What follows belongs to an exercise in optimizing a design on an open flow for small area and a short achievable clock period; a production flow would make more cautious choices.
Where RTL was checked, it was by simulation tests only, not by an equivalence proof against the original.
For runs 1 and 6, only the layout was checked, not whether the RTL still works.
In every run shown here, the design's own scripts or RTL, not TritonCTS, make the clock network.
No driver is modelled on the clock port, so clock power and skew are understated where the tree is cut down; a real chip needs a root buffer or a tree.
Power and IR drop assume default switching activity.

### flow/run.sh
#!/bin/bash
# The standard layout, with three changes: port buffers of a fixed small
# cell, every cell downsized after floorplanning (the repair steps size up
# what needs it), and a clock tree built by hand in place of the tool's.
set -euo pipefail
FLOW_DIR=$(cd "$(dirname "${BASH_SOURCE[0]}")" && pwd)
export BUFFER_PORTS_ARGS="-buffer_cell sky130_fd_sc_hd__buf_2"
export POST_FLOORPLAN_TCL=$FLOW_DIR/downsize.tcl
export PRE_CTS_TCL=$FLOW_DIR/cts_pre.tcl
bash standard.sh > standard.log 2>&1
### flow/cts_pre.tcl
# Build the clock tree by hand (see manual_cts.tcl) and skip the tool's own.
source [file join [file dirname [info script]] manual_cts.tcl]
fm_manual_cts 4 sky130_fd_sc_hd__clkbuf_16
proc clock_tree_synthesis {args} { puts "clock_tree_synthesis skipped: tree built by hand" }
### flow/downsize.tcl
# Give every cell its smallest drive strength; the later repair steps size up
# only what timing, slew and load need.
proc fm_downsize {} {
  set n 0
  foreach inst [get_cells *] {
    set cell [get_name [get_lib_cells -of_objects $inst]]
    if {![regexp {^(sky130_fd_sc_hd__[a-z0-9]+)_([0-9]+)$} $cell -> base drive]} { continue }
    set best $cell
    set best_area [get_property [get_lib_cells */$cell] area]
    foreach lc [get_lib_cells */${base}_*] {
      set name [get_name $lc]
      if {![regexp "^${base}_\[0-9\]+\$" $name]} { continue }
      if {[get_property $lc dont_use]} { continue }
      set a [get_property $lc area]
      if {$a < $best_area} { set best $name; set best_area $a }
    }
    if {$best ne $cell} {
      replace_cell $inst [get_lib_cells */$best]
      incr n
    }
  }
  puts "fm_downsize: $n cells downsized"
}
fm_downsize
### flow/manual_cts.tcl
# Clock tree built by hand: the clock port drives NBUF clock buffers, each
# driving the flip-flops of one region of the placement.
proc fm_split {pts k axis} {
  # split pts (list of {iterm x y}) into k groups of near-equal size,
  # alternating the sort axis
  if {$k <= 1} { return [list $pts] }
  set s [lsort -integer -index $axis $pts]
  set n [llength $s]
  set k1 [expr {$k / 2}]
  set n1 [expr {($n * $k1) / $k}]
  set nax [expr {$axis == 1 ? 2 : 1}]
  return [concat [fm_split [lrange $s 0 [expr {$n1 - 1}]] $k1 $nax] \
                 [fm_split [lrange $s $n1 end] [expr {$k - $k1}] $nax]]
}

proc fm_manual_cts {nbuf bufcell} {
  set block [ord::get_db_block]
  set clk [$block findNet clk]
  set pts {}
  foreach it [$clk getITerms] {
    set box [[$it getInst] getBBox]
    lappend pts [list $it [expr {([$box xMin] + [$box xMax]) / 2}] [expr {([$box yMin] + [$box yMax]) / 2}]]
  }
  set groups [fm_split $pts $nbuf 1]
  set master [[ord::get_db] findMaster $bufcell]
  set i 0
  foreach g $groups {
    set sx 0; set sy 0
    foreach p $g { incr sx [lindex $p 1]; incr sy [lindex $p 2] }
    set cx [expr {$sx / [llength $g]}]
    set cy [expr {$sy / [llength $g]}]
    set inst [odb::dbInst_create $block $master "clkbuf_fm_$i"]
    set net [odb::dbNet_create $block "clknet_fm_$i"]
    $net setSigType CLOCK
    foreach p $g {
      set it [lindex $p 0]
      $it disconnect
      $it connect $net
    }
    [$inst findITerm A] connect $clk
    [$inst findITerm X] connect $net
    $inst setLocation [expr {$cx - [$master getWidth] / 2}] [expr {$cy - [$master getHeight] / 2}]
    $inst setPlacementStatus PLACED
    puts "fm_manual_cts: clkbuf_fm_$i drives [llength $g] sinks"
    incr i
  }
  set_propagated_clock [all_clocks]
}
### standard.sh
#!/bin/bash
# synth_recipe.tcl (not shown) runs the flow's synth.tcl, then flattens the netlist and writes it again
# the make line also repeats each setting of config.mk as NAME=value (left out here)
make -C /OpenROAD-flow-scripts/flow DESIGN_CONFIG=/design/flow/config.mk WORK_HOME=/design/flow/orfs CLKGATE_MAP_FILE= SYNTH_SCRIPT=/design/flow/synth_recipe.tcl "${@:-finish}"
### config.mk
export PLATFORM = sky130hd
export DESIGN_NAME = fifo_module
export DESIGN_NICKNAME = fifo_module
export VERILOG_FILES = /design/flow/design.v
export SDC_FILE = /design/flow/constraint.sdc
export NUM_CORES = 4
export LEC_CHECK = 0
export CAP_MARGIN = 20
export CORE_MARGIN = 2
export CORE_UTILIZATION = 60
export SETUP_SLACK_MARGIN = 2.4
export SLEW_MARGIN = 20
export SYNTH_HIERARCHICAL = 1
export SYNTH_MINIMUM_KEEP_SIZE = 0
### constraint.sdc
create_clock -name core_clock -period 4.0 [get_ports {clk}]
set_input_delay 0.8000 -clock core_clock [delete_from_list [all_inputs] [get_ports {clk}]]
set_output_delay 0.8000 -clock core_clock [all_outputs]
set_load 0.01 [all_outputs]
### design.v
module fifo_module #(
    parameter WIDTH = 8,
    parameter DEPTH = 16,
    parameter ADDR_WIDTH = 4
) (
    input clk,
    input rst,
    input [WIDTH-1:0] data_in,
    input write_enable,
    input read_enable,
    output reg [WIDTH-1:0] data_out,
    output reg full,
    output reg empty
);
reg [WIDTH-1:0] mem [0:DEPTH-1];
reg [ADDR_WIDTH-1:0] head;
wire [ADDR_WIDTH-1:0] head_d;
wire empty_d, full_d, mem_en, dout_en;
fm_ctrl u_ctrl (
    .we(write_enable), .re(read_enable), .rst(rst),
    .head(head), .empty(empty), .full(full),
    .head_d(head_d), .empty_d(empty_d), .full_d(full_d),
    .mem_en(mem_en), .dout_en(dout_en)
);
always @(posedge clk) begin
    head  <= head_d;
    empty <= empty_d;
    full  <= full_d;
end
integer i;
always @(posedge clk) begin
    if (mem_en) begin
        mem[0] <= data_in;
        for (i = 1; i < DEPTH; i = i + 1)
            mem[i] <= mem[i-1];
    end
end
wire [3:0] hn;
wire [3:0] nlo, nhi;
wire [DEPTH-1:0] sel;
genvar k, b;
generate
    for (k = 0; k < 4; k = k + 1) begin : g_inv
        fm_inv u_inv (.a(head[k]), .y(hn[k]));
    end
    for (k = 0; k < 4; k = k + 1) begin : g_pre
        fm_nand2 u_lo (.a(k[0] ? head[0] : hn[0]), .b(k[1] ? head[1] : hn[1]), .y(nlo[k]));
        fm_nand2 u_hi (.a(k[0] ? head[2] : hn[2]), .b(k[1] ? head[3] : hn[3]), .y(nhi[k]));
    end
    for (k = 0; k < DEPTH; k = k + 1) begin : g_sel
        fm_nor2 u_sel (.a(nlo[k % 4]), .b(nhi[k / 4]), .y(sel[k]));
    end
endgenerate
wire [WIDTH-1:0] oldest;
generate
    for (b = 0; b < WIDTH; b = b + 1) begin : g_rd
        wire [7:0] t;
        wire [1:0] z;
        for (k = 0; k < 8; k = k + 1) begin : g_t
            fm_a22oi u_t (.a1(sel[2*k]), .a2(mem[2*k][b]), .b1(sel[2*k+1]), .b2(mem[2*k+1][b]), .y(t[k]));
        end
        fm_nand4 u_z0 (.a(t[0]), .b(t[1]), .c(t[2]), .d(t[3]), .y(z[0]));
        fm_nand4 u_z1 (.a(t[4]), .b(t[5]), .c(t[6]), .d(t[7]), .y(z[1]));
        fm_or2 u_o (.a(z[0]), .b(z[1]), .y(oldest[b]));
    end
endgenerate
always @(posedge clk) begin
    if (dout_en)
        data_out <= oldest;
end
endmodule
module fm_ctrl (
    input we, input re, input rst,
    input [3:0] head, input empty, input full,
    output [3:0] head_d, output empty_d, output full_d,
    output mem_en, output dout_en
);
wire w  = we & ~full;
wire r  = re & ~empty;
wire up = w & ~r;
wire dn = r & ~w;
assign head_d  = rst ? 4'hf : up ? head + 1'b1 : dn ? head - 1'b1 : head;
assign empty_d = rst | (empty ? ~we : (head == 4'd0) & re & ~we);
assign full_d  = ~rst & (full ? ~re : (head == 4'd14) & we & ~re);
assign mem_en  = w;
assign dout_en = r & ~rst;
endmodule
module fm_inv (input a, output y);
assign y = ~a;
endmodule
module fm_nand2 (input a, input b, output y);
assign y = ~(a & b);
endmodule
module fm_nor2 (input a, input b, output y);
assign y = ~(a | b);
endmodule
module fm_or2 (input a, input b, output y);
assign y = a | b;
endmodule
module fm_nand4 (input a, input b, input c, input d, output y);
assign y = ~(a & b & c & d);
endmodule
module fm_a22oi (input a1, input a2, input b1, input b2, output y);
assign y = ~((a1 & a2) | (b1 & b2));
endmodule
==> results of run 1 <==
==> registers in the layout (all words and copies together) (netlist names) <==
name,count
full,1
head,4
data_out,8
mem,128
empty,1
==> cell families (layout without fill, tap and decap cells) <==
| family | count (synthesis) | in the layout | synth area share [%] |
|---|---|---|---|
| multiplexers | 3 | 3 | 0.568 |
| adder cells (fa/ha/maj) | 4 | 4 | 0.908 |
| buffers and inverters | 7 | 53 | 0.477 |
| AO/OA/AOI/OAI | 71 | 71 | 15.5 |
| flip-flops | 142 | 142 | 76.3 |
| AND/OR/NAND/NOR | 64 | 64 | 6.31 |
==> worst max path at each step <==
stage / endpoint / cells after the start
detailed placement: data_out[5]$_DFFE_PP_ / 3
global route: head[0]$_DFF_P_ / 5
finish: head[0]$_DFF_P_ / 5
floorplan: head[0]$_DFF_P_ / 4
CTS: mem[9][7]$_DFFE_PP_ / 4
global placement: mem[0][7]$_DFFE_PP_ / 3
==> cell usage after synthesis <==
master / count / area (um^2)
edfxtp_1: 136 / 4080
a22oi_2: 64 / 801
nor2_1: 20 / 75.1
nand4_1: 16 / 100
nand2_1: 8 / 30.0
or2_1: 8 / 50.1
dfxtp_1: 6 / 120
inv_1: 6 / 22.5
ha_1: 4 / 50.1
nor3_1: 3 / 15.0
a22oi_1: 2 / 15.0
mux2i_1: 2 / 20.0
nor2b_1: 2 / 12.5
o21bai_1: 2 / 15.0
a21o_1: 1 / 7.51
a41oi_1: 1 / 8.76
and2_4: 1 / 8.76
and3_1: 1 / 6.26
clkbuf_1: 1 / 3.75
mux2_2: 1 / 11.3
nand2b_4: 1 / 13.8
nor2_2: 1 / 6.26
nor2b_4: 1 / 13.8
nor4bb_1: 1 / 10.0
o21ai_0: 1 / 5.00
or3_1: 1 / 6.26
==> layer usage <==
metal  GRT usage, %  vias up  share of wire [%]
met5              0        -                  0
li1               -     1292                  -
met1           29.3     1415                 46
met4           2.74        0                1.6
met3           1.53        7                3.5
met2           30.8       64                 49
==> modules after synthesis, one instance, submodules excluded, a selection <==
module	cell area (um^2)	flip-flops and latches	cells
fifo_module	4200	142	142
fm_nor2	3.75	0	1
fm_or2	6.26	0	1
fm_ctrl	251	0	33
fm_inv	3.75	0	1
fm_nand2	3.75	0	1
fm_a22oi	12.5	0	1
==> repair_timing <==
item,in CTS,in global routing
gates resized for setup,57,63
cloned,6,2
pin swaps,2,21
setup buffers,10,3
setup endpoints to repair,147,131
==> power groups by stage <==
stage	logic [W]	clock network, W	registers (W)
2_1_floorplan	0.000167	0	0.00184
3_3_place_gp	0.000196	0	0.00183
3_5_place_dp	0.000201	0	0.00184
4_1_cts	0.000275	0.000537	0.00180
5_1_grt	0.000358	0.000585	0.00183
6_report	0.000333	0.000515	0.00182
==> layout make-up <==
| cell class | instances | area, um^2 | area share (%) |
|---|---|---|---|
| Buffer | 4 | 100 | 1.58 |
| Timing Repair Buffer | 43 | 499 | 7.90 |
| Tap cell | 108 | 135 | 2.14 |
| Sequential cell | 142 | 4220 | 66.8 |
| Inverter | 6 | 32.5 | 0.515 |
| Multi-Input combinational cell | 142 | 1330 | 21.1 |
==> stage by stage <==
stage	setup WS [ns]	util (%)
after floorplan	0.485	-
after global placement	1.99	61.7
after detailed placement	1.94	61.7
after CTS	2.33	67.6
after global routing	2.31	71.8
final	2.30	71.8
==> impl_metrics.ini, run 1 <==
[pwr]
power_frac_comb_pct = 12.5
leakagePower_nw = 2.08
p_seq_share_pct = 68.1
ir_drop_mv = 0.371
netSwitchingPower_w = 0.000581
swShare_pct = 21.8
clockPowerShare_pct = 19.4
p_per_area_nw_per_um2 = 421
p_int_w = 0.00208
total_power_w = 0.00266

[drt]
initialDrtViolationCount = 183
routedWlPerCell_um = 21.9
ant_nets = 0
vias = 2778
route.detailed.drc = 0
firstDrtPassIters = 4
postRouteWirelength_um = 9730
viasPerCell = 6.24

[critical_path]
r2r_setup_slack_ns = 2.41
critPathMaxFanout = 6
reg2reg_depth = 6
cp_slowest_cell = or3_4
critPathKind = input port to flop
cp.arrival_ns = 1.78
critPathTopFamily = simple AND/OR/NAND/NOR gates
critical-path-max-stage-delay_ns = 0.37
path_cells = buf_2 -> nand2b_2 -> and2_4 -> or3_4 -> a21o_1
r2r-start = head[0]$_DFF_P_
crit_start = read_enable
crit_required_ns = 4.09
path_buf_inv = 1
end_kind = flop
r2r_end = data_out[2]$_DFFE_PP_
cp-start-kind = input port

[timing]
relSlewSlack_pct = 68.3
whs_ns = 0.463
fin_skew_ns = 0.0103
hold_violations = 0
setup_viol = 0
fin_crit_ns = 1.70
rsz0062_at_grt = true
tightest_slew_ns = 0.475
setup_tns_ns = 0
post-route-period-util_pct = 42.4
fmax_ghz = 0.590
drv_slew = 0

[floorplan]
row_count = 34
die_x_um = 99.8
ios = 22
die_h_um = 99.8
coreArea_um2 = 8810
initial_core_util_pct = 62.6
die-area_um2 = 9970

[clocking]
clk_pin_slew_worst_paths_ns = 0.12
clkLatencyLatePin_ns = 0.18
hold_buffers = 0

[worst_hold_path]
worstHoldEndpoint = mem[2][4]$_DFFE_PP_
hp-start = mem[1][4]$_DFFE_PP_
min_path_type = flop to flop
min_path_cells = 0

[run]
maxCapViolCount = 0

[outcome]
status = complete, no violations

[global_route]
antenna_found_initial = 0
grt_max_degree = 65
grt-ovfl-total = 0
grt_usage_pct = 18.9
grt_pass1_wl_um = 14700
grt_pass1_vias = 2664

[cells_and_area]
final_common_cell = edfxtp_1
nFillCells = 548
layoutNonFillerInstCount = 445
layout_common_cells = edfxtp_1, a22oi_1, a22oi_2
n_antenna_cell = 0
fin_area_um2 = 6320
nets = 355
area.growth.synth_to_final_pct = 14.7
drive_above_1_share_pct = 35.3

[place]
placed_area_um2 = 5440
dp.cells = 420
gp_congestion = 0.740
io_buffers = 21
dp_hpwl_um = 5750

[synth]
syn_nets = 307
ys_seq_area_share_pct = 76.3
avgSynthCellArea_um2 = 18.9
synth_cell_types = 26
ys_ff_latch = 142
post_synth_inst_count = 291
netlist_area_um2 = 5510
yosysWarnings = 9
==> run 2, diff against run 1 <==
==> design.v (replaced) <==
module fifo_module #(
    parameter WIDTH = 8,
    parameter DEPTH = 16,
    parameter ADDR_WIDTH = 4
) (
    input clk,
    input rst,
    input [WIDTH-1:0] data_in,
    input write_enable,
    input read_enable,
    output reg [WIDTH-1:0] data_out,
    output reg full,
    output reg empty
);
reg [WIDTH-1:0] mem_n [0:DEPTH-1];    
reg [ADDR_WIDTH-1:0] head;
wire [ADDR_WIDTH-1:0] head_d;
wire empty_d, full_d, dout_en;
wire [DEPTH-1:0] mem_en;
fm_ctrl u_ctrl (
    .we(write_enable), .re(read_enable), .rst(rst),
    .head(head), .empty(empty), .full(full),
    .head_d(head_d), .empty_d(empty_d), .full_d(full_d),
    .dout_en(dout_en)
);
always @(posedge clk) begin
    head  <= head_d;
    empty <= empty_d;
    full  <= full_d;
end
wire [WIDTH-1:0] din_n;
genvar k, b;
generate
    for (b = 0; b < WIDTH; b = b + 1) begin : g_din
        fm_inv u_inv (.a(data_in[b]), .y(din_n[b]));
    end
    for (k = 0; k < DEPTH; k = k + 1) begin : g_wen
        fm_nor2b u_en (.a(full), .b_n(write_enable), .y(mem_en[k]));
    end
endgenerate
always @(posedge clk) begin
    if (mem_en[0])
        mem_n[0] <= din_n;
end
generate
    for (k = 1; k < DEPTH; k = k + 1) begin : g_shift
        always @(posedge clk) begin
            if (mem_en[k])
                mem_n[k] <= mem_n[k-1];
        end
    end
endgenerate
wire [3:0] hn;
wire [3:0] nlo, nhi;
wire [DEPTH-1:0] sel;
generate
    for (k = 0; k < 4; k = k + 1) begin : g_inv
        fm_inv u_inv (.a(head[k]), .y(hn[k]));
    end
    for (k = 0; k < 4; k = k + 1) begin : g_pre
        fm_nand2 u_lo (.a(k[0] ? head[0] : hn[0]), .b(k[1] ? head[1] : hn[1]), .y(nlo[k]));
        fm_nand2 u_hi (.a(k[0] ? head[2] : hn[2]), .b(k[1] ? head[3] : hn[3]), .y(nhi[k]));
    end
    for (k = 0; k < DEPTH; k = k + 1) begin : g_sel
        fm_nor2 u_sel (.a(nlo[k % 4]), .b(nhi[k / 4]), .y(sel[k]));
    end
endgenerate
wire [WIDTH-1:0] oldest, dout_d;
generate
    for (b = 0; b < WIDTH; b = b + 1) begin : g_rd
        wire [7:0] t;
        wire [1:0] z;
        for (k = 0; k < 8; k = k + 1) begin : g_t
            fm_a22oi u_t (.a1(sel[2*k]), .a2(mem_n[2*k][b]), .b1(sel[2*k+1]), .b2(mem_n[2*k+1][b]), .y(t[k]));
        end
        fm_nand4 u_z0 (.a(t[0]), .b(t[1]), .c(t[2]), .d(t[3]), .y(z[0]));
        fm_nand4 u_z1 (.a(t[4]), .b(t[5]), .c(t[6]), .d(t[7]), .y(z[1]));
        fm_nor2 u_o (.a(z[0]), .b(z[1]), .y(oldest[b]));
        fm_mux2 u_h (.a0(data_out[b]), .a1(oldest[b]), .s(dout_en), .y(dout_d[b]));
    end
endgenerate
always @(posedge clk) begin
    data_out <= dout_d;
end
endmodule
module fm_ctrl (
    input we, input re, input rst,
    input [3:0] head, input empty, input full,
    output [3:0] head_d, output empty_d, output full_d,
    output dout_en
);
wire [3:0] nx_a, nx_b, nx_c;
wire e_rd, f_wr;
fm_ctrl_pre u_pre (.head(head), .empty(empty), .full(full),
                   .nx_a(nx_a), .nx_b(nx_b), .nx_c(nx_c), .e_rd(e_rd), .f_wr(f_wr));
wire d00, d01, d10, d11, rst_n;
fm_nor2  u_d00 (.a(we), .b(re), .y(d00));
fm_nor2b u_d01 (.a(we), .b_n(re), .y(d01));
fm_nor2b u_d10 (.a(re), .b_n(we), .y(d10));
fm_and2  u_d11 (.a(we), .b(re), .y(d11));
fm_inv   u_rst (.a(rst), .y(rst_n));
genvar i;
generate
    for (i = 0; i < 4; i = i + 1) begin : g_h
        wire t0, t1;
        fm_a22oi u_t0 (.a1(d00), .a2(head[i]), .b1(d01), .b2(nx_b[i]), .y(t0));
        fm_a22oi u_t1 (.a1(d10), .a2(nx_a[i]), .b1(d11), .b2(nx_c[i]), .y(t1));
        fm_nand3 u_o (.a(t0), .b(t1), .c(rst_n), .y(head_d[i]));
    end
endgenerate
wire te, tf;
fm_a22oi u_te (.a1(d00), .a2(empty), .b1(d01), .b2(e_rd), .y(te));
fm_nand2 u_e (.a(te), .b(rst_n), .y(empty_d));
fm_a22oi u_tf (.a1(d00), .a2(full), .b1(d10), .b2(f_wr), .y(tf));
fm_nor2  u_f (.a(tf), .b(rst), .y(full_d));
fm_nor3 u_den (.a(rst), .b(empty), .c(~re), .y(dout_en));
endmodule
module fm_ctrl_pre (
    input [3:0] head, input empty, input full,
    output [3:0] nx_a, output [3:0] nx_b, output [3:0] nx_c,
    output e_rd, output f_wr
);
wire [3:0] inc = head + 1'b1;
wire [3:0] dec = head - 1'b1;
assign nx_a = inc | {4{full}};
assign nx_b = dec | {4{empty}};
assign nx_c = {head[3:1], head[0] & ~full} & {4{~empty}};
assign e_rd = empty | (head == 4'd0);
assign f_wr = full | (head == 4'd14);
endmodule
module fm_inv (input a, output y);
assign y = ~a;
endmodule
module fm_nand2 (input a, input b, output y);
assign y = ~(a & b);
endmodule
module fm_and2 (input a, input b, output y);
assign y = a & b;
endmodule
module fm_nor2 (input a, input b, output y);
assign y = ~(a | b);
endmodule
module fm_nor2b (input a, input b_n, output y);
assign y = ~a & b_n;
endmodule
module fm_nand3 (input a, input b, input c, output y);
assign y = ~(a & b & c);
endmodule
module fm_nor3 (input a, input b, input c, output y);
assign y = ~(a | b | c);
endmodule
module fm_nand4 (input a, input b, input c, input d, output y);
assign y = ~(a & b & c & d);
endmodule
module fm_a22oi (input a1, input a2, input b1, input b2, output y);
assign y = ~((a1 & a2) | (b1 & b2));
endmodule
module fm_mux2 (input a0, input a1, input s, output y);
assign y = s ? a1 : a0;
endmodule
--- a/config.mk
+++ b/config.mk
@@ -8,7 +8,7 @@
 export CAP_MARGIN = 20
 export CORE_MARGIN = 2
 export CORE_UTILIZATION = 60
-export SETUP_SLACK_MARGIN = 2.4
+export SETUP_SLACK_MARGIN = 2.25
 export SLEW_MARGIN = 20
 export SYNTH_HIERARCHICAL = 1
 export SYNTH_MINIMUM_KEEP_SIZE = 0
==> impl_metrics.ini, run 2 <==
[global_route]
grt_max_degree = 37
grt_usage_pct = 20.5
grt_pass1_wl_um = 16300
grt-ovfl-total = 0
antenna_found_initial = 0
grt_pass1_vias = 2824

[floorplan]
die-area_um2 = 10700
die_x_um = 103
coreArea_um2 = 9680
ios = 22
initial_core_util_pct = 61.2
row_count = 36
die_h_um = 103

[timing]
tightest_slew_ns = 0.416
fin_skew_ns = 0.00686
setup_tns_ns = 0
rsz0062_at_grt = true
post-route-period-util_pct = 44.2
relSlewSlack_pct = 72.2
fmax_ghz = 0.566
setup_slack_ns = 2.23
setup_viol = 0
drv_slew = 0
fin_crit_ns = 1.77
hold_violations = 0

[place]
dp_hpwl_um = 8210
io_buffers = 21
dp_slack_ns = 1.82
gp_congestion = 0.783
placed_area_um2 = 5660

[drt]
firstDrtPassIters = 4
initialDrtViolationCount = 209
vias = 3002
postRouteWirelength_um = 11000
viasPerCell = 6.02
routedWlPerCell_um = 22.1
ant_nets = 0
route.detailed.drc = 0

[synth]
synthTopCellsByArea = edfxtp_1, a22oi_2, dfxtp_1, nor2b_4, mux2_4
synth.largest_area_cell = edfxtp_1
synthArstFlopShare_pct = 0
avgSynthCellArea_um2 = 17.4
synth_cell_types = 23
synth_top_area_share_pct = 64.8
synth_edf_count = 128
netlist_area_um2 = 5930
post_synth_inst_count = 340
yosysWarnings = 9
ys_seq_area_share_pct = 69.5
synth.most_common_cell = edfxtp_1
netlist_top_cells_count = edfxtp_1, a22oi_2, nor2_1
ys_ff_latch = 142
synth_ff_type = edfxtp_1
syn_nets = 355

[cells_and_area]
fin_area_um2 = 6010
final_util_pct = 62.1
n_antenna_cell = 0
area.growth.synth_to_final_pct = 1.41
layout_common_cells = edfxtp_1, a22oi_1, buf_2
nets = 383
final_common_cell = edfxtp_1
drive_above_1_share_pct = 21.3
largest_register_ffs = 128
top_register = mem_n
top_regs = mem_n (128), data_out (8), head (4)

[worst_hold_path]
min_path_type = flop to flop
min_path_cells = 0
worstHoldEndpoint = mem_n[6][2]$_DFFE_PP_
hp-start = mem_n[5][2]$_DFFE_PP_

[critical_path]
r2r-start = head[2]$_DFF_P_
path_buf_inv = 1
reg2reg_depth = 7
path_cells = buf_2 -> nor2b_2
critical-path-max-stage-delay_ns = 0.47
critPathKind = input port to flop
r2r_end = data_out[4]$_DFF_P_
cp-start-kind = input port
crit_required_ns = 3.84
end_kind = flop
cp.arrival_ns = 1.61
critPathMaxFanout = 20
r2r_setup_slack_ns = 2.33
cp_slowest_cell = nor2b_2
critPathTopFamily = simple AND/OR/NAND/NOR gates

[pwr]
netSwitchingPower_w = 0.000606
p_per_area_nw_per_um2 = 446
p_seq_share_pct = 69.0
power_frac_comb_pct = 11.7
swShare_pct = 22.6
ir_drop_mv = 0.290
leakagePower_nw = 2.05
clockPowerShare_pct = 19.3
p_int_w = 0.00207

[clocking]
clkLatencyLatePin_ns = 0.18
hold_buffers = 0
clk_pin_slew_worst_paths_ns = 0.12

[outcome]
status = complete, no violations

[run]
maxCapViolCount = 0
==> run 2: changes by cell type in the layout (fill, tap and decap cells not counted), sizes merged, moves of 4 or more <==
| cell | previous run | this run |
|---|---|---|
| edfxtp | 136 | 128 |
| mux2 | 1 | 8 |
| nand2b | 1 | 5 |
| or2 | 8 | 1 |
| dfxtp | 6 | 14 |
| nor2 | 21 | 30 |
| a22oi | 66 | 74 |
| nand3 | 0 | 4 |
| inv | 6 | 16 |
| buf | 41 | 23 |
| nor2b | 3 | 20 |
==> run 2: kinds of logic after synthesis <==
family | after synthesis | synth area share [%]
flip-flops | 142 | 69.5
AND/OR/NAND/NOR | 89 | 9.98
AO/OA/AOI/OAI | 78 | 16.2
buffers and inverters | 17 | 1.20
multiplexers | 9 | 2.19
adder cells (fa/ha/maj) | 3 | 0.633
XOR/XNOR | 2 | 0.295
==> run 2: cell type report <==
class	instances	area, um^2
flip-flops and latches	142	4140
fillers	717	3670
multi-input cells	181	1420
well taps	133	166
repair buffers	23	124
plain buffers	4	100
inverters	16	60.1
==> run 2: how the worst max path moves through the flow <==
stage	start	end	cells after the start
global route	write_enable	mem_n[15][5]$_DFFE_PP_	2
CTS	full$_DFF_P_	full	1
detailed placement	write_enable	mem_n[8][5]$_DFFE_PP_	2
floorplan	head[0]$_DFF_P_	data_out[0]$_DFF_P_	7
finish	write_enable	mem_n[10][7]$_DFFE_PP_	2
global placement	head[2]$_DFF_P_	data_out[6]$_DFF_P_	6
==> run 2: modules after synthesis, one instance, submodules excluded, a selection <==
module	cells inside	times used	cell area [um^2]
fifo_module	142	1	4120
fm_mux2	1	8	15.0
fm_nor2b	1	18	13.8
fm_and2	1	1	6.26
fm_ctrl	1	1	3.75
fm_inv	1	13	3.75
fm_nor2	1	26	3.75
==> run 2: per-layer routing <==
layer	share of wire, %	vias up	global-route usage, %
li1	-	1398	-
met1	43	1492	30.1
met2	49	95	34.4
met3	4.5	17	1.08
met4	2.7	0	4.35
met5	0	-	0
==> run 2: power groups by stage <==
stage               clock network [W]  registers [W]  logic (W)
CTS                          0.000529        0.00185   0.000310
detailed placement                  0        0.00188   0.000281
floorplan                           0        0.00188   0.000241
global placement                    0        0.00188   0.000277
global route                 0.000575        0.00186   0.000347
finish                       0.000518        0.00185   0.000314
==> run 2: per-stage QoR <==
step / std cells / hold WS, ns / power, W
2_1_floorplan: 340 / 0.446 / 0.00212
3_3_place_gp: 494 / 0.433 / 0.00215
3_5_place_dp: 494 / 0.434 / 0.00216
4_1_cts: 498 / 0.457 / 0.00269
5_1_grt: 499 / 0.475 / 0.00279
6_report: 499 / 0.462 / 0.00268
==> run 2: repair_timing <==
action                                  4_1_cts  5_1_grt
endpoints found under the setup margin      138      137
setup buffers                                 0        1
gates resized for setup                      65       13
pin swaps                                     0        6
==> run 3, diff against run 2 <==
--- a/config.mk
+++ b/config.mk
@@ -8,7 +8,7 @@
 export CAP_MARGIN = 20
 export CORE_MARGIN = 2
 export CORE_UTILIZATION = 60
-export SETUP_SLACK_MARGIN = 2.25
+export SETUP_SLACK_MARGIN = 2.45
 export SLEW_MARGIN = 20
 export SYNTH_HIERARCHICAL = 1
 export SYNTH_MINIMUM_KEEP_SIZE = 0
==> impl_metrics.ini, run 3 <==
[outcome]
status = complete, no violations

[timing]
rsz0062_at_grt = true
tightest_slew_ns = 0.432
fin_skew_ns = 0.0141
hold_violations = 0
setup_tns_ns = 0
setup_viol = 0
drv_slew = 0
fin_crit_ns = 1.64
relSlewSlack_pct = 71.1
whs_ns = 0.453
post-route-period-util_pct = 41.1
fmax_ghz = 0.609

[synth]
ys_ff_latch = 142
yosysWarnings = 9
netlist_top_cells_count = edfxtp_1, a22oi_2, nor2_1
synth.largest_area_cell = edfxtp_1
synth_ff_type = edfxtp_1
synthArstFlopShare_pct = 0
syn_nets = 355
synth_top_area_share_pct = 64.8
post_synth_inst_count = 340
synth_cell_types = 23
synth_edf_count = 128
synth.most_common_cell = edfxtp_1
ys_seq_area_share_pct = 69.5
synthTopCellsByArea = edfxtp_1, a22oi_2, dfxtp_1, nor2b_4, mux2_4
netlist_area_um2 = 5930
avgSynthCellArea_um2 = 17.4

[place]
gp_congestion = 0.858
dp_hpwl_um = 8150
io_buffers = 21
placed_area_um2 = 5660

[cells_and_area]
final_common_cell = edfxtp_1
nets = 401
largest_register_ffs = 128
top_register = mem_n
n_antenna_cell = 0
fin_area_um2 = 6490
drive_above_1_share_pct = 35.9
final_util_pct = 67.1
top_regs = mem_n (128), data_out (8), head (4)
layout_common_cells = edfxtp_1, a22oi_1, a22oi_2
area.growth.synth_to_final_pct = 9.49

[critical_path]
path_buf_inv = 1
critPathTopFamily = simple AND/OR/NAND/NOR gates
path_cells = inv_6 -> nand2_8 -> nor2_4 -> a22oi_1 -> nand4_1 -> nor2_1 -> mux2_4
r2r-start = head[1]$_DFF_P_
crit_required_ns = 4.14
critPathKind = flop to flop
cp_slowest_cell = dfxtp_4
critical-path-max-stage-delay_ns = 0.47
end_kind = flop
critPathMaxFanout = 5
crit_start = head[1]$_DFF_P_
cp-start-kind = flop
cp.arrival_ns = 1.78

[global_route]
antenna_found_initial = 0
grt_usage_pct = 22.5
grt_pass1_vias = 3094
grt_max_degree = 37
grt-ovfl-total = 0
grt_pass1_wl_um = 17800

[pwr]
ir_drop_mv = 0.294
total_power_w = 0.00278
leakagePower_nw = 2.24
p_per_area_nw_per_um2 = 429

[worst_hold_path]
min_path_type = flop to flop
hp-start = mem_n[6][7]$_DFFE_PP_

[drt]
viasPerCell = 6.01
firstDrtPassIters = 5
initialDrtViolationCount = 207
vias = 3106
routedWlPerCell_um = 22.6
route.detailed.drc = 0
postRouteWirelength_um = 11700
ant_nets = 0

[floorplan]
die-area_um2 = 10700
die_x_um = 103
die_h_um = 103
ios = 22
row_count = 36
initial_core_util_pct = 61.2
coreArea_um2 = 9680

[run]
maxCapViolCount = 0

[clocking]
clk_pin_slew_worst_paths_ns = 0.12
clkLatencyLatePin_ns = 0.18
hold_buffers = 0
==> run 3: through the flow <==
step	cells	worst slack (ns)
after global placement	494	1.88
after detailed placement	494	1.81
after global routing	517	2.34
final	517	2.36
after CTS	515	2.26
after floorplan	340	2.34
==> run 3: layer usage <==
metal | part of all wire [%] | track usage, % | routed length, um
met5 | 0 | 0 | 0
met4 | 3.3 | 7.59 | 390
met3 | 5.1 | 1.08 | 598
met2 | 48 | 37.2 | 5650
met1 | 43 | 32.5 | 5030
==> run 3: kinds of logic (layout without fill, tap and decap cells) <==
group | after synthesis | in the layout | share of synthesized area [%]
buf+inv | 17 | 61 | 1.20
fa+ha+maj | 3 | 3 | 0.633
xor+xnor | 2 | 2 | 0.295
flops | 142 | 142 | 69.5
compound gates | 78 | 78 | 16.2
mux | 9 | 9 | 2.19
simple gates | 89 | 89 | 9.98
==> run 3: final timing paths <==
path,to,slack [ns],cells after the start
hold reg to reg,mem_n[7][7]$_DFFE_PP_,0.45,0
hold / removal,mem_n[7][7]$_DFFE_PP_,0.45,0
setup reg to reg,data_out[2]$_DFF_P_,2.36,7
setup / recovery,data_out[2]$_DFF_P_,2.36,7
==> run 3: what timing repair did <==
action / CTS / global route
pin swaps: 45 / 16
resized for setup: 134 / 15
setup endpoints to repair: 144 / 71
setup buffers: 17 / 2
==> run 3: layout make-up <==
class                      count  area [um^2]
timing repair buffer          41          302
tap                          133          166
fill                         671         3190
buffer                         4          100
multi-input combinational    181         1710
sequential                   142         4150
inverter                      16         70.1
==> run 3: worst register-to-register path: stages, from the launching register on <==
cell and delay (ns):
dfxtp_4 0.47, inv_6 0.08, nand2_8 0.12, nor2_4 0.07
a22oi_1 0.35, nand4_1 0.23, nor2_1 0.16, mux2_4 0.15
==> run 3: power breakdown <==
part / switching [W] / internal, W / total (W)
clock network: 0.000329 / 0.000188 / 0.000516
registers: 0.0000902 / 0.00176 / 0.00185
logic: 0.000225 / 0.000192 / 0.000417
total: 0.000644 / 0.00214 / 0.00278
==> run 3: Yosys stat by module, one instance, submodules excluded, excerpt <==
| module | copies in the design | area, um^2 | cells inside |
|---|---|---|---|
| fifo_module | 1 | 4120 | 142 |
| fm_ctrl | 1 | 3.75 | 1 |
| fm_a22oi | 74 | 12.5 | 1 |
| fm_nand4 | 16 | 6.26 | 1 |
| fm_nand3 | 4 | 5.00 | 1 |
| fm_nand2 | 9 | 3.75 | 1 |
| fm_mux2 | 8 | 15.0 | 1 |
| fm_nor2b | 18 | 13.8 | 1 |
| fm_ctrl_pre | 1 | 193 | 27 |
| fm_nor2 | 26 | 3.75 | 1 |
| fm_inv | 13 | 3.75 | 1 |
| fm_and2 | 1 | 6.26 | 1 |
==> run 4, diff against run 3 <==
==> design.v (replaced) <==
module fifo_module #(
    parameter WIDTH = 8,
    parameter DEPTH = 16,
    parameter ADDR_WIDTH = 4
) (
    input clk,
    input rst,
    input [WIDTH-1:0] data_in,
    input write_enable,
    input read_enable,
    output reg [WIDTH-1:0] data_out,
    output reg full,
    output reg empty
);
reg [WIDTH-1:0] mem_n [0:DEPTH-1];    
reg [3:0] lo_n, hi_n;                 
reg full_q, empty_q;                  
wire [3:0] lo_d, hi_d;
wire empty_d, full_d, dout_en;
wire [DEPTH-1:0] mem_en;
fm_ctrl u_ctrl (
    .we(write_enable), .re(read_enable), .rst(rst),
    .lo_n(lo_n), .hi_n(hi_n), .empty(empty_q), .full(full_q),
    .lo_d(lo_d), .hi_d(hi_d), .empty_d(empty_d), .full_d(full_d),
    .dout_en(dout_en)
);
always @(posedge clk) begin
    lo_n    <= lo_d;
    hi_n    <= hi_d;
    empty_q <= empty_d;
    full_q  <= full_d;
    empty   <= empty_d;
    full    <= full_d;
end
wire [WIDTH-1:0] din_n;
genvar k, b;
generate
    for (b = 0; b < WIDTH; b = b + 1) begin : g_din
        fm_inv u_inv (.a(data_in[b]), .y(din_n[b]));
    end
    for (k = 0; k < DEPTH; k = k + 1) begin : g_wen
        fm_nor2b u_en (.a(full_q), .b_n(write_enable), .y(mem_en[k]));
    end
endgenerate
always @(posedge clk) begin
    if (mem_en[0])
        mem_n[0] <= din_n;
end
generate
    for (k = 1; k < DEPTH; k = k + 1) begin : g_shift
        always @(posedge clk) begin
            if (mem_en[k])
                mem_n[k] <= mem_n[k-1];
        end
    end
endgenerate
wire [DEPTH-1:0] sel;
generate
    for (k = 0; k < DEPTH; k = k + 1) begin : g_sel
        fm_nor2 u_sel (.a(lo_n[k % 4]), .b(hi_n[k / 4]), .y(sel[k]));
    end
endgenerate
wire [WIDTH-1:0] oldest, dout_d;
generate
    for (b = 0; b < WIDTH; b = b + 1) begin : g_rd
        wire [7:0] t;
        wire [1:0] z;
        for (k = 0; k < 8; k = k + 1) begin : g_t
            fm_a22oi u_t (.a1(sel[2*k]), .a2(mem_n[2*k][b]), .b1(sel[2*k+1]), .b2(mem_n[2*k+1][b]), .y(t[k]));
        end
        fm_nand4 u_z0 (.a(t[0]), .b(t[1]), .c(t[2]), .d(t[3]), .y(z[0]));
        fm_nand4 u_z1 (.a(t[4]), .b(t[5]), .c(t[6]), .d(t[7]), .y(z[1]));
        fm_nor2 u_o (.a(z[0]), .b(z[1]), .y(oldest[b]));
        fm_mux2 u_h (.a0(data_out[b]), .a1(oldest[b]), .s(dout_en), .y(dout_d[b]));
    end
endgenerate
always @(posedge clk) begin
    data_out <= dout_d;
end
endmodule
module fm_ctrl (
    input we, input re, input rst,
    input [3:0] lo_n, input [3:0] hi_n, input empty, input full,
    output [3:0] lo_d, output [3:0] hi_d, output empty_d, output full_d,
    output dout_en
);
wire up, dn, hold, rst_n;
fm_updn u_updn (.we(we), .re(re), .empty(empty), .full(full), .up(up), .dn(dn), .hold(hold));
fm_inv u_rst (.a(rst), .y(rst_n));
wire [3:0] hi_inc, hi_dec;
genvar i;
generate
    for (i = 0; i < 4; i = i + 1) begin : g_hi
        fm_mux2 u_inc (.a0(hi_n[(i + 3) % 4]), .a1(hi_n[i]), .s(lo_n[3]), .y(hi_inc[i]));
        fm_mux2 u_dec (.a0(hi_n[(i + 1) % 4]), .a1(hi_n[i]), .s(lo_n[0]), .y(hi_dec[i]));
    end
endgenerate
wire [7:0] cur = {hi_n, lo_n};
wire [7:0] inc = {hi_inc, lo_n[2:0], lo_n[3]};
wire [7:0] dec = {hi_dec, lo_n[0], lo_n[3:1]};
wire [7:0] nxt;
generate
    for (i = 0; i < 8; i = i + 1) begin : g_h
        wire t0, t1;
        fm_a22oi u_t0 (.a1(up), .a2(inc[i]), .b1(dn), .b2(dec[i]), .y(t0));
        fm_nand2 u_t1 (.a(hold), .b(cur[i]), .y(t1));
        if (i % 4 == 3) begin : g_r0
            fm_a21oi u_o (.a1(t0), .a2(t1), .b1(rst), .y(nxt[i]));
        end else begin : g_r1
            fm_nand3 u_o (.a(t0), .b(t1), .c(rst_n), .y(nxt[i]));
        end
    end
endgenerate
assign lo_d = nxt[3:0];
assign hi_d = nxt[7:4];
wire h0, h14;
fm_nor2 u_h0 (.a(lo_n[0]), .b(hi_n[0]), .y(h0));
fm_nor2 u_h14 (.a(lo_n[2]), .b(hi_n[3]), .y(h14));
wire te, tf;
fm_a22oi u_te (.a1(empty), .a2(hold), .b1(dn), .b2(h0), .y(te));
fm_nand2 u_e (.a(te), .b(rst_n), .y(empty_d));
fm_a22oi u_tf (.a1(full), .a2(hold), .b1(up), .b2(h14), .y(tf));
fm_nor2  u_f (.a(tf), .b(rst), .y(full_d));
fm_nor3 u_den (.a(rst), .b(empty), .c(~re), .y(dout_en));
endmodule
module fm_updn (input we, input re, input empty, input full,
                output up, output dn, output hold);
wire w = we & ~full;
wire r = re & ~empty;
assign up = w & ~r;
assign dn = r & ~w;
assign hold = ~(up | dn);
endmodule
module fm_inv (input a, output y);
assign y = ~a;
endmodule
module fm_nand2 (input a, input b, output y);
assign y = ~(a & b);
endmodule
module fm_and2 (input a, input b, output y);
assign y = a & b;
endmodule
module fm_nor2 (input a, input b, output y);
assign y = ~(a | b);
endmodule
module fm_nor2b (input a, input b_n, output y);
assign y = ~a & b_n;
endmodule
module fm_nand3 (input a, input b, input c, output y);
assign y = ~(a & b & c);
endmodule
module fm_nor3 (input a, input b, input c, output y);
assign y = ~(a | b | c);
endmodule
module fm_a21oi (input a1, input a2, input b1, output y);
assign y = ~((a1 & a2) | b1);
endmodule
module fm_nand4 (input a, input b, input c, input d, output y);
assign y = ~(a & b & c & d);
endmodule
module fm_a22oi (input a1, input a2, input b1, input b2, output y);
assign y = ~((a1 & a2) | (b1 & b2));
endmodule
module fm_mux2 (input a0, input a1, input s, output y);
assign y = s ? a1 : a0;
endmodule
==> impl_metrics.ini, run 4 <==
[outcome]
status = complete, no violations

[global_route]
grt_max_degree = 38
antenna_found_initial = 0
use_met3_pct = 1.38
grt.met1_usage_pct = 28.9
grt_pass1_wl_um = 16600
grt-ovfl-total = 0
grt_use_met2_pct = 34.4
grt_pass1_vias = 2793
grt_usage_pct = 20.0
top_usage_layer = met2

[cells_and_area]
top_register = mem_n
seq_area_um2 = 4230
top_regs = mem_n (128), data_out (8)
n_antenna_cell = 0
final_common_cell = edfxtp_1
nets = 373
largest_register_ffs = 128
area.growth.synth_to_final_pct = 1.59
drive_above_1_share_pct = 23.0
layout_common_cells = edfxtp_1, a22oi_1, buf_2
multi_input_area_um2 = 1370
nFillCells = 761
layoutNonFillerInstCount = 490

[synth]
synthTopCellsByArea = edfxtp_1, a22oi_2, dfxtp_1, mux2_4, nor2b_4
synthArstFlopShare_pct = 0
avgSynthCellArea_um2 = 18.1
yosysWarnings = 9
synth.most_common_cell = edfxtp_1
ys_seq_area_share_pct = 70.4
netlist_top_cells_count = edfxtp_1, a22oi_2, nor2_1
synth_ff_type = edfxtp_1
synth_top_area_share_pct = 64.4
netlist_area_um2 = 5970
synth_cell_types = 15
synth.largest_area_cell = edfxtp_1
synth_edf_count = 128
syn_nets = 343
ys_ff_latch = 146
post_synth_inst_count = 329

[timing]
setup_viol = 0
setup_tns_ns = 0
fin_skew_ns = 0.0118
hold_violations = 0
rsz0062_at_grt = true
tightest_slew_ns = 0.438
relSlewSlack_pct = 70.6
drv_slew = 0
post-route-period-util_pct = 38.1
fin_crit_ns = 1.53
fmax_ghz = 0.656

[place]
gp_congestion = 0.773
io_buffers = 21
dp_hpwl_um = 7950
dp.cells = 484

[critical_path]
r2r_setup_slack_ns = 2.49
r2r-start = hi_n[0]$_DFF_P_
crit_start = data_out[7]$_DFF_P_
critPathTopFamily = flip-flops
end_kind = output pin
critPathKind = flop to output pin
path_cells = buf_2
cp.arrival_ns = 0.73
critPathMaxFanout = 2
cp_slowest_cell = dfxtp_1
cp-start-kind = flop
reg2reg_depth = 5
critical-path-max-stage-delay_ns = 0.39
path_buf_inv = 1
r2r_end = data_out[4]$_DFF_P_
crit_required_ns = 3.20

[clocking]
clk_pin_slew_worst_paths_ns = 0.12
clkLatencyLatePin_ns = 0.18
hold_buffers = 0

[floorplan]
coreArea_um2 = 9730
ios = 22
die_h_um = 104
initial_core_util_pct = 61.4
die_x_um = 104
die-area_um2 = 10800
row_count = 36

[drt]
vias = 2933
ant_nets = 0
postRouteWirelength_um = 10900
viasPerCell = 5.99
routedWlPerCell_um = 22.3
firstDrtPassIters = 5
route.detailed.drc = 0
initialDrtViolationCount = 239

[pwr]
p_per_area_nw_per_um2 = 480
ir_drop_mv = 0.337
leakagePower_nw = 2.03

[worst_hold_path]
worstHoldEndpoint = mem_n[8][1]$_DFFE_PP_
min_path_type = flop to flop
hp-start = mem_n[7][1]$_DFFE_PP_
min_path_cells = 0

[run]
maxCapViolCount = 0
## run 4: cell types whose count changed after synthesis, sizes merged, moves of 2 or more
cell | previous run | this run
mux2 | 8 | 16
inv | 16 | 10
dfxtp | 14 | 18
nand2b | 5 | 2
nor2 | 30 | 27
a21o | 2 | 0
a21oi | 0 | 2
a31o | 2 | 0
nand3 | 4 | 6
nor2b | 20 | 18
xnor2 | 2 | 0
## run 4: per-module statistics from Yosys, one instance, submodules excluded, excerpt
| module | cells inside | copies in the design | cell area, um^2 | flops+latches |
|---|---|---|---|---|
| fm_nand3 | 1 | 6 | 5.00 | 0 |
| fm_a21oi | 1 | 2 | 8.76 | 0 |
| fm_inv | 1 | 9 | 3.75 | 0 |
| fm_mux2 | 1 | 16 | 15.0 | 0 |
| fm_nor2 | 1 | 27 | 3.75 | 0 |
| fm_nor3 | 1 | 1 | 10.0 | 0 |
## run 4: cell type report
class | count | share of cell area, %
Sequential cell | 146 | 69.8
Multi-Input combinational cell | 173 | 22.6
Tap cell | 133 | 2.74
Timing Repair Buffer | 24 | 2.58
Buffer | 4 | 1.65
Inverter | 10 | 0.660
## run 4: per-layer routing
layer  vias up  part of all wire [%]
li1       1377                     -
met1      1448                    43
met2        91                    51
met3        17                   3.9
met4         0                   2.1
met5         -                     0
## run 4: logic make-up after synthesis
kind of cell	after synthesis	share of synthesized area (%)
buffers and inverters	10	0.629
muxes	16	4.02
DFF	146	70.4
AOI/OAI and AO/OA	76	15.8
and+or+nand+nor	79	8.72
adders and majority gates	2	0.419
## run 4: repair_timing
item,4_1_cts,5_1_grt
setup buffers,2,0
endpoints found under the setup margin,147,40
pin swaps,0,1
gates resized for setup,61,22
## run 4: stage by stage
step	setup slack [ns]	hold WS, ns	total power (W)	utilization (%)	cell area (um^2)
floorplan	2.34	0.446	0.00231	-	6000
global placement	1.91	0.436	0.00234	58.4	5690
detailed placement	1.83	0.436	0.00234	58.4	5690
CTS	2.45	0.464	0.00289	61.5	5990
global route	2.44	0.480	0.00303	62.3	6070
finish	2.47	0.464	0.00291	62.3	6070
## run 4: worst max path at each step
stage / depth (start not counted) / endpoint / slack (ns)
finish: 1 / data_out[7] / 2.47
global route: 1 / data_out[7] / 2.44
CTS: 1 / empty / 2.45
detailed placement: 2 / mem_n[12][2]$_DFFE_PP_ / 1.83
floorplan: 2 / data_out[0]$_DFF_P_ / 2.34
global placement: 2 / mem_n[13][6]$_DFFE_PP_ / 1.91
## run 4: power by group
group          internal (W)  leakage (nW)  switching (W)
clock network      0.000188        0.0493       0.000341
registers           0.00184          1.40       0.000136
logic              0.000189         0.584       0.000223
==> run 5, diff against run 4 <==
==> flow/run.sh (replaced) <==
#!/bin/bash
# The standard layout, with four changes: port buffers of a fixed small
# cell, every cell downsized after floorplanning (the repair steps size up
# what needs it), a clock tree built by hand in place of the tool's, and
# a final downsizing of cells with slack to spare.
set -euo pipefail
FLOW_DIR=$(cd "$(dirname "${BASH_SOURCE[0]}")" && pwd)
export BUFFER_PORTS_ARGS="-buffer_cell sky130_fd_sc_hd__buf_2"
export POST_FLOORPLAN_TCL=$FLOW_DIR/downsize.tcl
export PRE_CTS_TCL=$FLOW_DIR/cts_pre.tcl
export PRE_GLOBAL_ROUTE_TCL=$FLOW_DIR/grt_pre.tcl
bash standard.sh > standard.log 2>&1
==> flow/grt_pre.tcl (new file) <==
# After the timing repair of global routing, downsize the cells whose paths
# have slack to spare, keeping the same setup margin the repair aimed for.
proc recover_power_helper { } {
  set args [list -recover_power 100 -verbose]
  if { [env_var_exists_and_non_empty SETUP_SLACK_MARGIN] } {
    lappend args -setup_margin $::env(SETUP_SLACK_MARGIN)
  }
  report_wns
  log_cmd repair_timing {*}$args
  report_wns
}
==> impl_metrics.ini, run 5 <==
[place]
io_buffers = 21
dp_hpwl_um = 7950
gp_congestion = 0.773

[synth]
syn_nets = 343
synth.most_common_cell = edfxtp_1
synthArstFlopShare_pct = 0
netlist_area_um2 = 5970
synth_edf_count = 128
yosysWarnings = 9
synth_top_area_share_pct = 64.4
post_synth_inst_count = 329
synthTopCellsByArea = edfxtp_1, a22oi_2, dfxtp_1, mux2_4, nor2b_4
avgSynthCellArea_um2 = 18.1
synth.largest_area_cell = edfxtp_1
netlist_top_cells_count = edfxtp_1, a22oi_2, nor2_1
ys_seq_area_share_pct = 70.4
ys_ff_latch = 146
synth_ff_type = edfxtp_1
synth_cell_types = 15

[critical_path]
crit_start = write_enable
crit_required_ns = 3.82
path_buf_inv = 1
r2r-start = full_q$_DFF_P_
critPathKind = input port to flop
crit_path_end = mem_n[3][2]$_DFFE_PP_
cp_num_cells = 2
r2r_end = mem_n[2][7]$_DFFE_PP_
cp.arrival_ns = 2.12
reg2reg_depth = 3
critPathTopFamily = simple AND/OR/NAND/NOR gates
end_kind = flop
path_cells = clkbuf_1 -> nor2b_1
critPathMaxFanout = 18
r2r_setup_slack_ns = 2.39
cp-start-kind = input port
critical-path-max-stage-delay_ns = 0.67
cp_slowest_cell = nor2b_1

[cells_and_area]
top_regs = mem_n (128), data_out (8)
top_register = mem_n
area.growth.synth_to_final_pct = -0.587
largest_register_ffs = 128
nets = 373
drive_above_1_share_pct = 12.9
final_common_cell = edfxtp_1
n_antenna_cell = 0
layout_common_cells = edfxtp_1, a22oi_1, nor2b_1

[timing]
relSlewSlack_pct = 41.0
hold_violations = 0
setup_viol = 0
tightest_slew_ns = 0.885
rsz0062_at_grt = true
drv_slew = 0
post-route-period-util_pct = 57.5
setup_tns_ns = 0
whs_ns = 0.463
fin_skew_ns = 0.00669
fmax_ghz = 0.435
fin_crit_ns = 2.30

[worst_hold_path]
min_path_type = flop to flop
hp-start = mem_n[5][2]$_DFFE_PP_

[clocking]
hold_buffers = 0
clk_pin_slew_worst_paths_ns = 0.12
clkLatencyLatePin_ns = 0.18

[pwr]
power_frac_comb_pct = 12.6
clockPowerShare_pct = 18.4
netSwitchingPower_w = 0.000688
p_seq_share_pct = 69.0
swShare_pct = 24.1
leakagePower_nw = 1.95
p_int_w = 0.00217
ir_drop_mv = 0.365
total_power_w = 0.00286
p_per_area_nw_per_um2 = 481

[drt]
viasPerCell = 5.97
firstDrtPassIters = 5
postRouteWirelength_um = 10900
initialDrtViolationCount = 233
ant_nets = 0
vias = 2925
routedWlPerCell_um = 22.2
route.detailed.drc = 0

[global_route]
grt_max_degree = 38
antenna_found_initial = 0
grt-ovfl-total = 0
grt_usage_pct = 20.0
grt_pass1_wl_um = 16600
grt_pass1_vias = 2793

[outcome]
status = complete, no violations

[floorplan]
die_h_um = 104
die-area_um2 = 10800
row_count = 36
coreArea_um2 = 9730
ios = 22
die_x_um = 104
initial_core_util_pct = 61.4

[run]
maxCapViolCount = 0
-- run 5: per-module statistics from Yosys, one instance, submodules excluded, a selection --
module	copies in the design	cells inside	flops+latches	area [um^2]
fm_a21oi	2	1	0	8.76
fm_nor2b	16	1	0	13.8
fm_updn	1	6	0	50.0
fm_inv	9	1	0	3.75
fm_nand2	9	1	0	3.75
fifo_module	1	146	146	4200
fm_a22oi	74	1	0	12.5
-- run 5: metal layers --
metal | global-route usage [%] | wire (um)
met5 | 0 | 0
met4 | 3.67 | 210
met2 | 34.4 | 5520
met3 | 1.38 | 465
met1 | 28.9 | 4670
-- run 5: logic make-up after synthesis --
| logic type | count (synthesis) | synth area share, % |
|---|---|---|
| DFF | 146 | 70.4 |
| and+or+nand+nor | 79 | 8.72 |
| AOI/OAI and AO/OA | 76 | 15.8 |
| muxes | 16 | 4.02 |
| buffers and inverters | 10 | 0.629 |
| adders and majority gates | 2 | 0.419 |
-- run 5: worst min path at each step --
stage                                  end  slack, ns  depth (start not counted)
floorplan           mem_n[11][0]$_DFFE_PP_       0.45                          0
global placement    mem_n[10][4]$_DFFE_PP_       0.44                          0
detailed placement   mem_n[7][5]$_DFFE_PP_       0.44                          0
CTS                  mem_n[8][1]$_DFFE_PP_       0.46                          0
global route        mem_n[13][0]$_DFFE_PP_       0.48                          0
finish               mem_n[6][2]$_DFFE_PP_       0.46                          0
-- run 5: metrics by stage --
stage               worst slack (ns)  area, um^2  std cells  util, %
finish                          1.70        5940        490     61.0
global route                    1.61        5940        490     61.0
CTS                             2.45        5990        490     61.5
detailed placement              1.83        5690        484     58.4
global placement                1.91        5690        484     58.4
floorplan                       2.34        6000        329        -
-- run 5: final cells by class --
type | instances | area [um^2]
Buffer | 4 | 100
Fill cell | 780 | 3790
Inverter | 10 | 40.0
Multi-Input combinational cell | 173 | 1280
Sequential cell | 146 | 4230
Tap cell | 133 | 166
Timing Repair Buffer | 24 | 121
-- run 5: what timing repair did --
item,4_1_cts,5_1_grt
setup buffers,2,0
endpoints found under the setup margin,147,40
pin swaps,0,1
gates resized for setup,61,22
-- run 5: power groups by stage --
stage	combinational, W	clock, W	sequential [W]
finish	0.000361	0.000526	0.00197
global route	0.000396	0.000590	0.00199
CTS	0.000379	0.000542	0.00197
detailed placement	0.000355	0	0.00199
global placement	0.000349	0	0.00199
floorplan	0.000330	0	0.00198
==> run 6, diff against run 5 <==
--- a/design.v
+++ b/design.v
@@ -39,7 +39,9 @@
         fm_inv u_inv (.a(data_in[b]), .y(din_n[b]));
     end
     for (k = 0; k < DEPTH; k = k + 1) begin : g_wen
-        fm_nor2b u_en (.a(full_q), .b_n(write_enable), .y(mem_en[k]));
+        wire en_n;
+        fm_nand2b u_en_n (.a_n(full_q), .b(write_enable), .y(en_n));
+        fm_inv u_en (.a(en_n), .y(mem_en[k]));
     end
 endgenerate
 always @(posedge clk) begin
@@ -146,6 +148,9 @@
 module fm_nor2b (input a, input b_n, output y);
 assign y = ~a & b_n;
 endmodule
+module fm_nand2b (input a_n, input b, output y);
+assign y = ~(~a_n & b);
+endmodule
 module fm_nand3 (input a, input b, input c, output y);
 assign y = ~(a & b & c);
 endmodule
==> flow/run.sh (replaced) <==
#!/bin/bash
# The standard layout, with three changes: port buffers of a fixed small
# cell, every cell downsized after floorplanning (the repair steps size up
# what needs it), and a clock tree built by hand in place of the tool's.
set -euo pipefail
FLOW_DIR=$(cd "$(dirname "${BASH_SOURCE[0]}")" && pwd)
export BUFFER_PORTS_ARGS="-buffer_cell sky130_fd_sc_hd__buf_2"
export POST_FLOORPLAN_TCL=$FLOW_DIR/downsize.tcl
export PRE_CTS_TCL=$FLOW_DIR/cts_pre.tcl
bash standard.sh > standard.log 2>&1
==> flow/cts_pre.tcl (replaced) <==
# Build the clock tree by hand (see manual_cts.tcl) and skip the tool's own:
# the clock port drives four inverters, each driving two inverters that
# drive the flip-flops.
source [file join [file dirname [info script]] manual_cts.tcl]
fm_manual_cts2 {{4 sky130_fd_sc_hd__inv_4} {8 sky130_fd_sc_hd__inv_8}}
proc clock_tree_synthesis {args} { puts "clock_tree_synthesis skipped: tree built by hand" }
# The tool would clone each clock inverter next to every flip-flop it drives.
proc repair_clock_inverters {args} { puts "repair_clock_inverters skipped: tree built by hand" }
==> flow/manual_cts.tcl (replaced) <==
# Clock tree built by hand. The flip-flops are split by placement into
# groups of near-equal size, each driven by one leaf cell; with two levels,
# the leaves are split the same way under the cells the clock port drives.
# With inverters, two levels keep the clock's polarity.
proc fm_split {pts k axis} {
  # split pts (list of {object x y}) into k groups of near-equal size,
  # cutting across the longer spread first
  if {$k <= 1} { return [list $pts] }
  set xs [lsort -integer [lmap p $pts {lindex $p 1}]]
  set ys [lsort -integer [lmap p $pts {lindex $p 2}]]
  set axis [expr {([lindex $xs end] - [lindex $xs 0]) >= ([lindex $ys end] - [lindex $ys 0]) ? 1 : 2}]
  set s [lsort -integer -index $axis $pts]
  set n [llength $s]
  set k1 [expr {$k / 2}]
  set n1 [expr {($n * $k1) / $k}]
  return [concat [fm_split [lrange $s 0 [expr {$n1 - 1}]] $k1 $axis] \
                 [fm_split [lrange $s $n1 end] [expr {$k - $k1}] $axis]]
}

proc fm_drive {block groups master prefix src} {
  # one cell of master per group, its input on net src, its output driving
  # the group; returns {inst x y} for each new cell
  set out {}
  set i 0
  foreach g $groups {
    set sx 0; set sy 0
    foreach p $g { incr sx [lindex $p 1]; incr sy [lindex $p 2] }
    set cx [expr {$sx / [llength $g]}]
    set cy [expr {$sy / [llength $g]}]
    set inst [odb::dbInst_create $block $master "${prefix}_$i"]
    set net [odb::dbNet_create $block "${prefix}_net_$i"]
    $net setSigType CLOCK
    foreach p $g {
      set it [lindex $p 0]
      $it disconnect
      $it connect $net
    }
    set in_pin [lindex [lmap m [[$inst getMaster] getMTerms] {expr {[$m getIoType] eq "INPUT" && [$m getSigType] eq "SIGNAL" ? [$m getName] : [continue]}}] 0]
    set out_pin [lindex [lmap m [[$inst getMaster] getMTerms] {expr {[$m getIoType] eq "OUTPUT" ? [$m getName] : [continue]}}] 0]
    [$inst findITerm $in_pin] connect $src
    [$inst findITerm $out_pin] connect $net
    $inst setLocation [expr {$cx - [$master getWidth] / 2}] [expr {$cy - [$master getHeight] / 2}]
    $inst setPlacementStatus PLACED
    puts "fm_manual_cts: ${prefix}_$i ([$master getName]) drives [llength $g] pins"
    lappend out [list [$inst findITerm $in_pin] $cx $cy]
    incr i
  }
  return $out
}

# levels: list of {count cell}, from the clock port down to the leaves
proc fm_manual_cts2 {levels} {
  set block [ord::get_db_block]
  set db [ord::get_db]
  set clk [$block findNet clk]
  set pts {}
  foreach it [$clk getITerms] {
    set box [[$it getInst] getBBox]
    lappend pts [list $it [expr {([$box xMin] + [$box xMax]) / 2}] [expr {([$box yMin] + [$box yMax]) / 2}]]
  }
  # build from the leaves up: each level's cells are the sinks of the one above
  set lv [llength $levels]
  for {set l [expr {$lv - 1}]} {$l >= 0} {incr l -1} {
    lassign [lindex $levels $l] n cell
    set groups [fm_split $pts $n 1]
    set pts [fm_drive $block $groups [$db findMaster $cell] "clk_l${l}" $clk]
  }
  set_propagated_clock [all_clocks]
}
--- a/config.mk
+++ b/config.mk
@@ -8,7 +8,7 @@
 export CAP_MARGIN = 20
 export CORE_MARGIN = 2
 export CORE_UTILIZATION = 60
-export SETUP_SLACK_MARGIN = 2.45
+export SETUP_SLACK_MARGIN = 2.55
 export SLEW_MARGIN = 20
 export SYNTH_HIERARCHICAL = 1
 export SYNTH_MINIMUM_KEEP_SIZE = 0
removed: flow/grt_pre.tcl
==> impl_metrics.ini, run 6 <==
[outcome]
status = complete, no violations

[timing]
fin_crit_ns = 1.53
setup_slack_ns = 2.47
setup_tns_ns = 0
tightest_slew_ns = 0.351
hold_violations = 0
setup_viol = 0
drv_slew = 0
fin_skew_ns = 0.0115
fmax_ghz = 0.655
relSlewSlack_pct = 76.6
post-route-period-util_pct = 38.2
rsz0062_at_grt = true

[critical_path]
reg2reg_depth = 5
cp.arrival_ns = 1.56
r2r-start = hi_n[2]$_DFF_P_
cp-start-kind = input port
critPathMaxFanout = 18
critPathKind = input port to flop
crit_start = write_enable
end_kind = flop
cp_slowest_cell = ha_4
critical-path-max-stage-delay_ns = 0.24
r2r_setup_slack_ns = 2.55
path_cells = buf_12 -> nor2b_4 -> ha_4 -> a22oi_2 -> nand2_1
crit_required_ns = 4.04

[cells_and_area]
area.growth.synth_to_final_pct = 4.72
layout_common_cells = edfxtp_1, a22oi_1, nand2b_1
seq_area_um2 = 4240
final_common_cell = edfxtp_1
nFillCells = 724
nets = 399
layoutNonFillerInstCount = 516
largest_register_ffs = 128
drive_above_1_share_pct = 25.6
n_antenna_cell = 0
multi_input_area_um2 = 1380
top_regs = mem_n (128), data_out (8)
top_register = mem_n

[synth]
synth_edf_count = 128
syn_nets = 359
ys_seq_area_share_pct = 71.1
ys_ff_latch = 146
avgSynthCellArea_um2 = 17.1
synthArstFlopShare_pct = 0
synth.most_common_cell = edfxtp_1
netlist_top_cells_count = edfxtp_1, a22oi_2, nor2_1
synth_top_area_share_pct = 65.0
synth_cell_types = 14
synthTopCellsByArea = edfxtp_1, a22oi_2, dfxtp_1, mux2_4, nand2b_1
post_synth_inst_count = 345
netlist_area_um2 = 5910
synth_ff_type = edfxtp_1
synth.largest_area_cell = edfxtp_1
yosysWarnings = 9

[floorplan]
die_h_um = 103
die-area_um2 = 10700
ios = 22
coreArea_um2 = 9680
row_count = 36
initial_core_util_pct = 61.0
die_x_um = 103

[clocking]
hold_buffers = 0
clkLatencyLatePin_ns = 0.14
clk_pin_slew_worst_paths_ns = 0.09

[drt]
routedWlPerCell_um = 20.1
route.detailed.drc = 0
vias = 3010
firstDrtPassIters = 4
ant_nets = 0
initialDrtViolationCount = 190
postRouteWirelength_um = 10400
viasPerCell = 5.83

[pwr]
ir_drop_mv = 0.249
clockPowerShare_pct = 19.3
power_frac_comb_pct = 14.6
p_int_w = 0.00214
p_per_area_nw_per_um2 = 481
swShare_pct = 28.0
p_seq_share_pct = 66.1
netSwitchingPower_w = 0.000832
leakagePower_nw = 2.13

[place]
gp_congestion = 0.777
dp.cells = 500
dp_slack_ns = 1.99
io_buffers = 21
dp_hpwl_um = 7490

[global_route]
grt-ovfl-total = 0
antenna_found_initial = 0
grt_max_degree = 20
grt_usage_pct = 19.7
grt_pass1_vias = 3059
grt_pass1_wl_um = 16200

[worst_hold_path]
min_path_cells = 0
min_path_type = flop to flop
hp-start = mem_n[11][5]$_DFFE_PP_

[run]
maxCapViolCount = 0
-- run 6: changes by cell type in the layout (fill, tap and decap cells not counted), sizes merged --
cell	before	now
clkbuf	15	0
nor2b	18	2
inv	10	36
clkinvlp	0	2
nand2b	2	18
buf	13	26
-- run 6: worst paths after layout --
kind / endpoint
worst max-delay path: empty_q$_DFF_P_
worst min-delay path: mem_n[12][5]$_DFFE_PP_
worst max register to register: data_out[2]$_DFF_P_
worst min register to register: mem_n[12][5]$_DFFE_PP_
-- run 6: stage by stage --
step           util, %  cell area [um^2]  power (W)  hold WS [ns]
6_report          63.9              6190    0.00297         0.450
4_1_cts           62.9              6090    0.00297         0.450
3_3_place_gp      59.3              5750    0.00231         0.429
3_5_place_dp      59.3              5750    0.00233         0.433
5_1_grt           63.9              6190    0.00312         0.466
2_1_floorplan        -              5960    0.00230         0.446
-- run 6: modules after synthesis (local to each module, per instance), excerpt --
module     cells inside  flip-flops and latches  cell area, um^2  times used
fm_a22oi              1                       0             12.5          74
fm_nor3               1                       0             10.0           1
fm_a21oi              1                       0             8.76           2
fm_nand2b             1                       0             6.26          16
fm_nand4              1                       0             6.26          16
fm_nand3              1                       0             5.00           6
fm_nand2              1                       0             3.75           9
fm_nor2               1                       0             3.75          27
fm_ctrl               1                       0             3.75           1
-- run 6: metal layers --
layer  vias to the layer above  share of wire, %  track usage (%)
li1                       1434                 -                -
met1                      1495                43             27.8
met2                        68                51             34.6
met3                        13               4.3             1.55
met4                         0               1.6             3.14
met5                         -                 0                0
-- run 6: timing repair --
| action | in CTS | in global routing |
|---|---|---|
| gates resized for setup | 63 | 31 |
| setup endpoints to repair | 149 | 87 |
| pin swaps | 1 | 2 |
| cloned | 0 | 0 |
| setup buffers | 3 | 1 |
-- run 6: power by group through the flow --
stage                     Clock (W)  Combinational, W  Sequential, W
after global routing       0.000655          0.000478        0.00199
final                      0.000575          0.000433        0.00197
after detailed placement          0          0.000360        0.00197
after floorplan                   0          0.000325        0.00198
after global placement            0          0.000353        0.00196
after CTS                  0.000599          0.000417        0.00196
-- run 6: kinds of logic after synthesis --
| logic type | count (synthesis) | share of synthesized area (%) |
|---|---|---|
| DFF | 146 | 71.1 |
| buffers and inverters | 26 | 1.65 |
| and+or+nand+nor | 79 | 6.77 |
| adders and majority gates | 2 | 0.423 |
| AOI/OAI and AO/OA | 76 | 16.0 |
| muxes | 16 | 4.06 |
-- run 6: critical path: cells and delay by family --
| kind | cells | cell delay (ns) |
|---|---|---|
| buffers and inverters | 1 | 0.12 |
| AOI/OAI and AO/OA | 1 | 0.18 |
| adders and majority gates | 1 | 0.24 |
| and+or+nand+nor | 2 | 0.22 |
-- run 6: area by class of cell --
type                    instances  area share (%)
multi-input cells             173            22.3
well taps                     133            2.69
inverters                      38            3.56
flip-flops and latches        146            68.4
repair buffers                 26            3.03

what the ideal ports hide:
Ports are ideal in the flow. The routed layouts listed here were re-timed in OpenROAD.
Step 1: set_driving_cell puts a clkbuf_16 on clk and a buf_2 on each other input, an assumption about the parent block.
Step 2 times the ports against the registers' clock, not the clock port: input delays grow and output delays shrink by t, the midpoint of the rising clock arrivals with the driver on.
Slacks: ideal ports / drivers / drivers and shift; pairs: ideal ports / drivers.
run	t, ns	setup slack, ns	worst setup path at the end	worst slew at a driven data input, ns
run 1	0.253	2.304 / 2.339 / 2.087	input to register	0.05
run 2	0.252	2.233 / 2.200 / 2.037	input to register	0.04
run 3	0.258	2.357 / 2.357 / 2.274	input to register	0.04
run 4	0.261	2.475 / 2.392 / 2.243	input to register	0.06
run 5	0.261	1.699 / 1.754 / 1.494	input to register	0.04
run 6	0.222	2.473 / 2.415 / 2.270	input to register	0.06
After both steps setup and hold are still met in every run listed. For run 4, which loses most, drivers alone change the setup slack by -0.083 ns; drivers and shift together by -0.232 ns.
